Source: an optimization exercise on an open RTL-to-GDS flow (aim: small area). Production flows keep margins and buffers that such runs may drop. Function was checked by simulation only, so behaviour that the tests miss may differ from the original.

`flow/run.sh`:
```
#!/bin/bash
# synth_recipe.tcl (not shown) runs the flow's synth.tcl, then flattens the netlist and writes it again
# the make line also repeats each setting of config.mk as NAME=value (left out here)
make -C /OpenROAD-flow-scripts/flow DESIGN_CONFIG=/design/flow/config.mk WORK_HOME=/design/flow/orfs CLKGATE_MAP_FILE= SYNTH_SCRIPT=/design/flow/synth_recipe.tcl finish
```
`flow/design.v`:
```
`timescale 1ns / 1ps
module DigitalClock(
  input clk_2MHz,
  input s1_async,
  input s2_async,
  input s3_async,
  input s4_async,
  input s5_async,
  input reset,
  output [6:0] d1,
  output [6:0] d2,
  output [6:0] d3,
  output [6:0] d4,
  output [6:0] d5,
  output [6:0] d6
);
  reg [3:0] pa, pb;
  always @(posedge clk_2MHz) begin
    pa <= reset ? 4'b0 : {s4_async, s3_async, s2_async, s1_async};
    pb <= pa;
  end
  wire [3:0] pulse = pa & ~pb;
  wire mode = pulse[0];
  wire set  = pulse[1];
  wire op1  = pulse[2];
  wire op2  = pulse[3];
  reg mA, mS;                        
  wire mC = ~mA & ~mS;
  always @(posedge clk_2MHz or posedge reset) begin
    if (reset) begin
      mA <= 0;
      mS <= 0;
    end
    else if (mode) begin
      mA <= mC;
      mS <= mA;
    end
  end
  reg [3:0] c10;
  reg [4:0] c25;
  reg [2:0] k;
  wire e10 = c10[3] & c10[0];
  wire e25 = c25[4] & c25[3];
  always @(posedge clk_2MHz or posedge reset) begin
    if (reset) begin
      c10 <= 0;
      c25 <= 0;
      k <= 0;
    end
    else begin
      c10 <= e10 ? 4'd0 : c10 + 4'd1;
      if (e10) begin
        c25 <= e25 ? 5'd0 : c25 + 5'd1;
        if (e25) k <= k + 3'd1;
      end
    end
  end
  wire tickH = e10 & ~(k[0] ^ c25[0]);             
  wire tickS = e10 & e25 & ~k[2] & k[1] & k[0];    
  wire flk = k[0];                                 
  reg cSet, cAP, ring, cRst;
  wire cLoad;
  wire [4:0] csH;
  wire [5:0] csM;
  wire [5:0] csFlick;
  reg [4:0] cH;
  reg [5:0] cM, cS;
  reg aSet, aAP, AON, aRst;
  wire aLoad;
  wire [4:0] asH;
  wire [5:0] asM;
  wire [5:0] asFlick;
  reg [4:0] aH;
  reg [5:0] aM;
  wire alarmHit = AON & (cH == aH) & (cM == aM) & (cS == 6'd0);
  wire cSub = (mC & cLoad) ? 1'b0 : cSet;
  wire cEnter = mC & set & ~cSub;
  wire cTicking = ~(cSub | cEnter);
  always @(posedge clk_2MHz or posedge reset) begin
    if (reset) begin
      cSet <= 0;
      cAP <= 0;
      ring <= 0;
      cRst <= 1;
    end
    else begin
      cSet <= cSub | cEnter;
      cRst <= cEnter;
      if (mC & cTicking & op1) cAP <= ~cAP;
      if (mC & cTicking & op2) ring <= 0;
      else if (alarmHit) ring <= 1;
    end
  end
  TimeSetter clockSetter(clk_2MHz, reset, cEnter | cRst, set, op1, op2, cAP,
                         csH, csM, csFlick, cLoad);
  wire cS59 = cS[5] & cS[4] & cS[3] & cS[1] & cS[0];
  wire cM59 = cM[5] & cM[4] & cM[3] & cM[1] & cM[0];
  wire cH23 = cH[4] & cH[2] & cH[1] & cH[0];
  always @(posedge clk_2MHz or posedge reset) begin
    if (reset) begin
      cH <= 0;
      cM <= 0;
      cS <= 0;
    end
    else if (mC & cLoad) begin
      cH <= csH;
      cM <= csM;
      cS <= 0;
    end
    else if (tickS) begin
      cS <= cS59 ? 6'd0 : cS + 6'd1;
      if (cS59) begin
        cM <= cM59 ? 6'd0 : cM + 6'd1;
        if (cM59) cH <= cH23 ? 5'd0 : cH + 5'd1;
      end
    end
  end
  wire aEnter = mA & ~aLoad & set & ~aSet;
  always @(posedge clk_2MHz or posedge reset) begin
    if (reset) begin
      aSet <= 0;
      aAP <= 0;
      AON <= 0;
      aRst <= 1;
    end
    else begin
      aRst <= aEnter;
      if (mA) begin
        if (aLoad) begin
          aSet <= 0;
          AON <= 1;
        end
        else if (set) begin
          aSet <= 1;
          if (~aSet) AON <= 0;
        end
        else if (~aSet) begin
          if (op1) aAP <= ~aAP;
          if (op2) AON <= 0;
        end
      end
      else aAP <= cAP;
    end
  end
  TimeSetter alarmSetter(clk_2MHz, reset, aEnter | aRst, set, op1, op2, aAP,
                         asH, asM, asFlick, aLoad);
  always @(posedge clk_2MHz or posedge reset) begin
    if (reset) begin
      aH <= 0;
      aM <= 0;
    end
    else if (mA & aLoad) begin
      aH <= asH;
      aM <= asM;
    end
  end
  reg pause, sLoad;
  reg [5:0] wM, wS;
  reg [6:0] wh;
  always @(posedge clk_2MHz or posedge reset) begin
    if (reset) begin
      pause <= 1;
      sLoad <= 1;
    end
    else begin
      sLoad <= mS & ~set & op1;
      if (mS & set) pause <= ~pause;
    end
  end
  wire wh99 = wh[6] & wh[5] & wh[1] & wh[0];
  wire wS59 = wS[5] & wS[4] & wS[3] & wS[1] & wS[0];
  wire wM59 = wM[5] & wM[4] & wM[3] & wM[1] & wM[0];
  always @(posedge clk_2MHz or posedge reset) begin
    if (reset) begin
      wM <= 0;
      wS <= 0;
      wh <= 0;
    end
    else if (sLoad) begin
      wM <= 0;
      wS <= 0;
      wh <= 0;
    end
    else if (tickH & ~pause & ~(wh99 & wS59 & wM59)) begin
      wh <= wh99 ? 7'd0 : wh + 7'd1;
      if (wh99) begin
        wS <= wS59 ? 6'd0 : wS + 6'd1;
        if (wS59) wM <= wM + 6'd1;
      end
    end
  end
  reg [5:0] X, Y;
  reg [6:0] Z;
  reg dash, ap;
  reg [5:0] flick;
  always @(*) begin
    X = {1'b0, cH}; Y = cM; Z = {1'b0, cS};
    dash = 0; ap = 0; flick = 6'b0;
    if (mS) begin
      X = wM; Y = wS; Z = wh;
    end
    else if (mA) begin
      ap = aAP;
      Z = 7'd0;
      if (AON) begin
        X = {1'b0, aH}; Y = aM;
      end
      else if (aSet) begin
        X = {1'b0, asH}; Y = asM; flick = asFlick;
      end
      else dash = 1;
    end
    else begin
      ap = cAP;
      if (cSet) begin
        X = {1'b0, csH}; Y = csM; Z = 7'd0; flick = csFlick;
      end
      else flick = {6{ring}};
    end
  end
  wire pm = X[4] | (X[3] & X[2]);                
  wire [4:0] h12 = (X[4:0] == 5'd0) ? 5'd12 :
                   (pm & (X[4:0] != 5'd12)) ? X[4:0] - 5'd12 : X[4:0];
  wire [6:0] V1 = {1'b0, X};
  wire [6:0] V2 = ap ? {2'b0, h12} : {1'b0, Y};
  wire [6:0] V3 = ap ? {1'b0, Y} : Z;
  function [3:0] tens(input [6:0] v);
    tens = v / 10;
  endfunction
  function [3:0] units(input [6:0] v);
    units = v % 10;
  endfunction
  function [6:0] seg(input [3:0] b);
    case (b)
      4'd0: seg = 7'b1111110;
      4'd1: seg = 7'b0110000;
      4'd2: seg = 7'b1101101;
      4'd3: seg = 7'b1111001;
      4'd4: seg = 7'b0110011;
      4'd5: seg = 7'b1011011;
      4'd6: seg = 7'b1011111;
      4'd7: seg = 7'b1110000;
      4'd8: seg = 7'b1111111;
      4'd9: seg = 7'b1111011;
      4'd12: seg = 7'b1100111;
      4'd13: seg = 7'b1110111;
      4'd15: seg = 7'b0000001;
      default: seg = 7'b0000000;
    endcase
  endfunction
  wire [3:0] t1 = tens(V1), u1 = units(V1);
  wire [3:0] t2 = tens(V2), u2 = units(V2);
  wire [3:0] t3 = tens(V3), u3 = units(V3);
  wire [3:0] g1 = dash ? 4'd15 : ap ? (pm ? 4'd12 : 4'd13) : (mS & t1 == 4'd0) ? 4'd14 : t1;
  wire [3:0] g2 = dash ? 4'd15 : ap ? 4'd14 : u1;
  wire [3:0] g3 = dash ? 4'd15 : (mS & t2 == 4'd0) ? 4'd14 : t2;
  wire [3:0] g4 = dash ? 4'd15 : u2;
  wire [3:0] g5 = dash ? 4'd15 : t3;
  wire [3:0] g6 = dash ? 4'd15 : u3;
  wire [5:0] blank = flick & {6{~flk}};
  assign d1 = blank[5] ? 7'd0 : seg(g1);
  assign d2 = blank[4] ? 7'd0 : seg(g2);
  assign d3 = blank[3] ? 7'd0 : seg(g3);
  assign d4 = blank[2] ? 7'd0 : seg(g4);
  assign d5 = blank[1] ? 7'd0 : seg(g5);
  assign d6 = blank[0] ? 7'd0 : seg(g6);
endmodule
`timescale 1ns / 1ps
module TimeSetter(
  input clk_2MHz,
  input reset,
  input clear,
  input in_set,
  input in_inc,
  input in_dec,
  input showAP,
  output reg [4:0] outHH,
  output reg [5:0] outMM,
  output [5:0] out_flick,
  output reg load
);
reg [1:0] st;
wire [1:0] st1 = st + 2'd1;
wire wrap = showAP ? (st1 == 2'd3) : (st1 == 2'd2);
wire [1:0] nst = wrap ? 2'd0 : st1;
wire nload = (nst == 2'd0);
wire s0 = (st == 2'd0);
wire s1 = (st == 2'd1);
wire s2 = (st == 2'd2);
assign out_flick = {s0, s0 & ~showAP, s1, s1, s2 & showAP, s2 & showAP};
wire fAP = s0 & showAP;
wire fHH = showAP ? s1 : s0;
wire fMM = showAP ? s2 : s1;
wire hh_ge12 = outHH[4] | (outHH[3] & outHH[2]);
wire hh_23 = outHH[4] & outHH[2] & outHH[1] & outHH[0];
wire hh_0 = (outHH == 5'd0);
wire mm_59 = outMM[5] & outMM[4] & outMM[3] & outMM[1] & outMM[0];
wire mm_0 = (outMM == 6'd0);
always @(posedge clk_2MHz or posedge reset) begin
  if (reset) begin
    outHH <= 0;
    outMM <= 0;
    st <= 0;
    load <= 0;
  end
  else if (clear) begin
    outHH <= 0;
    outMM <= 0;
    st <= 0;
    load <= 0;
  end
  else begin
    load <= in_set & nload;
    if (in_set) st <= nst;
    else if (in_dec | in_inc) begin
      if (fAP) outHH <= hh_ge12 ? outHH - 5'd12 : outHH + 5'd12;
      else if (fHH) begin
        if (in_dec) outHH <= hh_0 ? 5'd23 : outHH - 5'd1;
        else outHH <= hh_23 ? 5'd0 : outHH + 5'd1;
      end
      if (fMM) begin
        if (in_dec) outMM <= mm_0 ? 6'd59 : outMM - 6'd1;
        else outMM <= mm_59 ? 6'd0 : outMM + 6'd1;
      end
    end
  end
end
endmodule
```
`flow/constraint.sdc`:
```
create_clock -name core_clock -period 30.0 [get_ports {clk_2MHz}]
set_input_delay 6.0000 -clock core_clock [delete_from_list [all_inputs] [get_ports {clk_2MHz}]]
set_output_delay 6.0000 -clock core_clock [all_outputs]
set_load 0.01 [all_outputs]
```
`flow/config.mk`:
```
export PLATFORM = sky130hd
export DESIGN_NAME = DigitalClock
export DESIGN_NICKNAME = DigitalClock
export VERILOG_FILES = /design/flow/design.v
export SDC_FILE = /design/flow/constraint.sdc
export NUM_CORES = 4
export LEC_CHECK = 0
export ABC_AREA = 1
export CAP_MARGIN = 20
export CORE_MARGIN = 2
export CORE_UTILIZATION = 40
export SLEW_MARGIN = 20
```
==> impl_summary.log <==
[metrics] Initial Util: 40.28%
[metrics] ys async rst share: 92.52%
[metrics] DRT Wirelength: 24.79 mm
[metrics] DIE AREA: 25540 µm²
[metrics] TritonCTS clock tree: built
[metrics] peak fanout along the critical path: 11
[metrics] number of placed I/O pins: 49
[metrics] buffers added on ports: 47
[metrics] final weighted congestion in routability-driven placement: 0.9048
[metrics] vias per std cell: 5.232
[metrics] pin count of the biggest net entering global routing: 71
[metrics] Std-Cell Rows: 57
[metrics] die span in y: 159.8 µm
[metrics] final setup violating endpoints: 0
[metrics] Post-Synth Simple-Gate Area: 31.17%
[metrics] post-CTS repair timing setup buffer count: 0
[metrics] Worst Setup End Kind: output port
[metrics] worst reg2reg path endpoint: cH[1]
[metrics] Worst Setup Path Type: register to output port
[metrics] data arrival time of the worst path: 6.03 ns
[metrics] total of hold buffers inserted after clock tree synthesis: 0
[metrics] GRT Util Overall: 19.82%
[metrics] TritonCTS sink count: 107
[metrics] Die Span X: 159.8 µm
[metrics] post-route cell area: 10740 µm²
[metrics] Setup Total Neg Slack: 0 ns
[metrics] root cell of the clock tree: clkbuf_16
[metrics] clk slew on worst S/H paths: 0.07 ns
[metrics] most frequent cells in the layout: nand2_1, inv_1, nor2_1
[metrics] total grt overflow: 0
[metrics] number of H-tree levels: 3
[metrics] Total Nets Final: 1523
[metrics] reg-to-reg critical path startpoint: mA
[metrics] origin of the worst setup path: mA
[metrics] most common library cell in the layout ignoring fill and taps: nand2_1
[metrics] antenna diode count: 0
[metrics] clock period minus final worst setup slack: 12.03 ns
[metrics] combined area of all synthesized cells: 9709 µm²
[metrics] clock latency on the worst-skew pair: 0.36 ns
[metrics] combinational family with the most area after synthesis: simple AND/OR/NAND/NOR gates
[metrics] status: timing/DRC/antenna clean
[metrics] total count of max-transition violations in the final report: 0
[metrics] worst setup path endpoint: d3[3]
[metrics] required time worst endpoint: 24.00 ns
[metrics] worst setup margin: 17.97 ns
[metrics] placed inst area: 10440 µm²
[metrics] Post-Syn Nets: 1489
[metrics] Final HPWL DP: 19.27 mm
[metrics] Synth Area in Adders: 10.59%
[metrics] unrepaired setup endpoints after global routing: no
[metrics] via count of the first global-routing pass: 8557
[metrics] number of storage elements in the synthesis netlist: 107
[metrics] slowest stage delay, CP: 0.86 ns
[metrics] syn_area_per_cell: 6.930 µm²
[metrics] Final Skew: 0.01178 ns
[metrics] count of unique library cells instantiated by Yosys: 66
[metrics] path class of the lowest-slack min-delay path: register to register
[metrics] ratio of cells with drive above 1 in the final layout: 7.500%
[metrics] DRT antenna net count: 0
[metrics] Routed wire per std cell: 14.05 µm
[metrics] violation count after the first detailed-routing iteration: 658
[metrics] Primary FF master, synth: dfrtp_1
[metrics] path depth of the worst reg2reg path: 9
[metrics] count of flip-flops with a built-in enable after synthesis: 0
[metrics] synthesized-area fraction occupied by ao, oa, aoi and oai cells: 17.84%
[metrics] Post-route DRC: 0
[metrics] final-layout fill cell count: 2545
[metrics] worst slew slack as a fraction of its limit: 38.68%
[metrics] sequential area share after synthesis: 27.22%
[metrics] total core area: 24110 µm²
[metrics] max capacitance violation total: 0
[metrics] multiplexer share of the synthesized area: 0%
[metrics] worst setup slack for register-to-register paths: 26.21 ns
[metrics] number of buffers added by the clock tree synthesis step: 9
[metrics] transition time of the tightest slew-check pin: 0.9198 ns
[metrics] achievable frequency: 83.13 MHz
[metrics] post-cts sizing count: 0
[metrics] post-route fraction of the period consumed by the critical path: 40.10%
[metrics] xor and xnor area share after synthesis: 3.428%
[metrics] number of endpoints with negative hold slack in the final report: 0
[metrics] area added between synthesis and finish: 10.61%
[metrics] First-pass DRT Iterations: 6
[metrics] Via Count: 9229
[metrics] antenna violations before repair: 0
[metrics] first-pass GRT wire length: 42.10 mm
[metrics] synthesis warning total: 2
[metrics] synthesized netlist cell count: 1401
[metrics] library cell contributing the largest single delay on the critical path: dfrtp_1
[metrics] setup slack after placement: 18.33 ns
[metrics] element type at the critical path start: register
[metrics] clk buf depth: 2
[worst min-delay path by stage]
stage / from / to / slack [ns] / cells after the start
4_1_cts: pa[2] / pb[2] / 0.35 / 0
6_report: pa[2] / pb[2] / 0.35 / 0
5_1_grt: pa[0] / pb[0] / 0.37 / 0
3_5_place_dp: pa[0] / pb[0] / 0.34 / 0
3_3_place_gp: pa[3] / pb[3] / 0.33 / 0
2_1_floorplan: pa[0] / pb[0] / 0.33 / 0
[synthesized netlist by cell type, types with 12 or more instances]
master,instances,share of area (%)
nor3_1,33,1.7
inv_1,189,7.3
o21ai_0,115,5.9
o211ai_1,12,0.93
nand2_1,295,11
dfrtp_1,95,24
xor2_1,24,2.2
ha_1,79,10
clkbuf_1,13,0.50
xnor2_1,14,1.3
a21oi_1,80,4.1
nand2_2,24,1.5
o22ai_1,28,1.8
nand3_1,95,4.9
nand4_1,15,0.97
nor2_1,129,5.0
[sequential cells by signal (all words and copies together), names as in the netlist, 3 cells and up]
| signal | cells |
|---|---|
| cH | 5 |
| wS | 6 |
| clockSetter.outHH | 5 |
| cM | 6 |
| c10 | 4 |
| alarmSetter.outMM | 6 |
| clockSetter.outMM | 6 |
| wM | 6 |
| pa | 4 |
| wh | 7 |
| c25 | 5 |
| cS | 6 |
| aM | 6 |
| pb | 4 |
| alarmSetter.outHH | 5 |
| aH | 5 |
| k | 3 |
[cell families (layout without fill, tap and decap cells)]
group                      after synthesis  in the layout
DFF                                    107            107
adders and majority gates               81             81
buffers and inverters                  231            270
and+or+nand+nor                        649            649
xor gates and xnor gates                38             38
AOI/OAI and AO/OA                      295            295
[critical path: cells and delay by family (launching register included)]
kind	cells	cell delay, ns
and+or+nand+nor	18	2.59
buffers and inverters	7	1.34
DFF	1	0.86
adders and majority gates	3	0.62
AOI/OAI and AO/OA	2	0.26
[metrics by stage]
step	instances	hold slack (ns)	utilization [%]
floorplan	1401	0.3308	-
global placement	1748	0.3337	43.31
detailed placement	1748	0.3402	43.31
CTS	1764	0.3530	44.55
global route	1764	0.3661	44.55
finish	1764	0.3529	44.55
[per-layer routing]
layer  wire [µm]  GRT usage, %  vias up
li1            -             -     4711
met1       11840         27.21     4279
met2       11340         32.64      210
met3        1247         3.143       29
met4         352         5.078        0
met5           0             0        -
[cell type report]
class,instances,area [µm²],area share [%]
well taps,324,405.4,3.775
multi-input cells,1063,6120,56.99
repair buffers,51,500.5,4.660
clock buffers,11,252.7,2.353
flip-flops and latches,107,2643,24.61
clock inverters,5,46.29,0.4311
inverters,203,772.0,7.189

port drivers added, routing unchanged:
No port has a modelled driver above. Below, the same layout with a new extraction and two added sets of constraints.
Step 1: set_driving_cell puts a clkbuf_16 on clk_2MHz and a buf_2 on each other input, an assumption about the parent block.
Step 2 times the ports against the registers' clock, not the clock port: input delays grow and output delays shrink by t, the midpoint of the rising clock arrivals with the driver on.
Three values: ideal ports, drivers, drivers and shift; two values: the first two.
t, ns: 0.399
setup slack, ns: 17.970 / 17.927 / 18.326
hold slack, ns: 0.353 / 0.353 / 0.353
worst setup path at the end: register to output
clock arrival spread, ns: 0.012 / 0.012
After both steps setup and hold are still met in this run. The setup slack of this run moves by -0.043 ns with the drivers and by +0.356 ns with both steps.
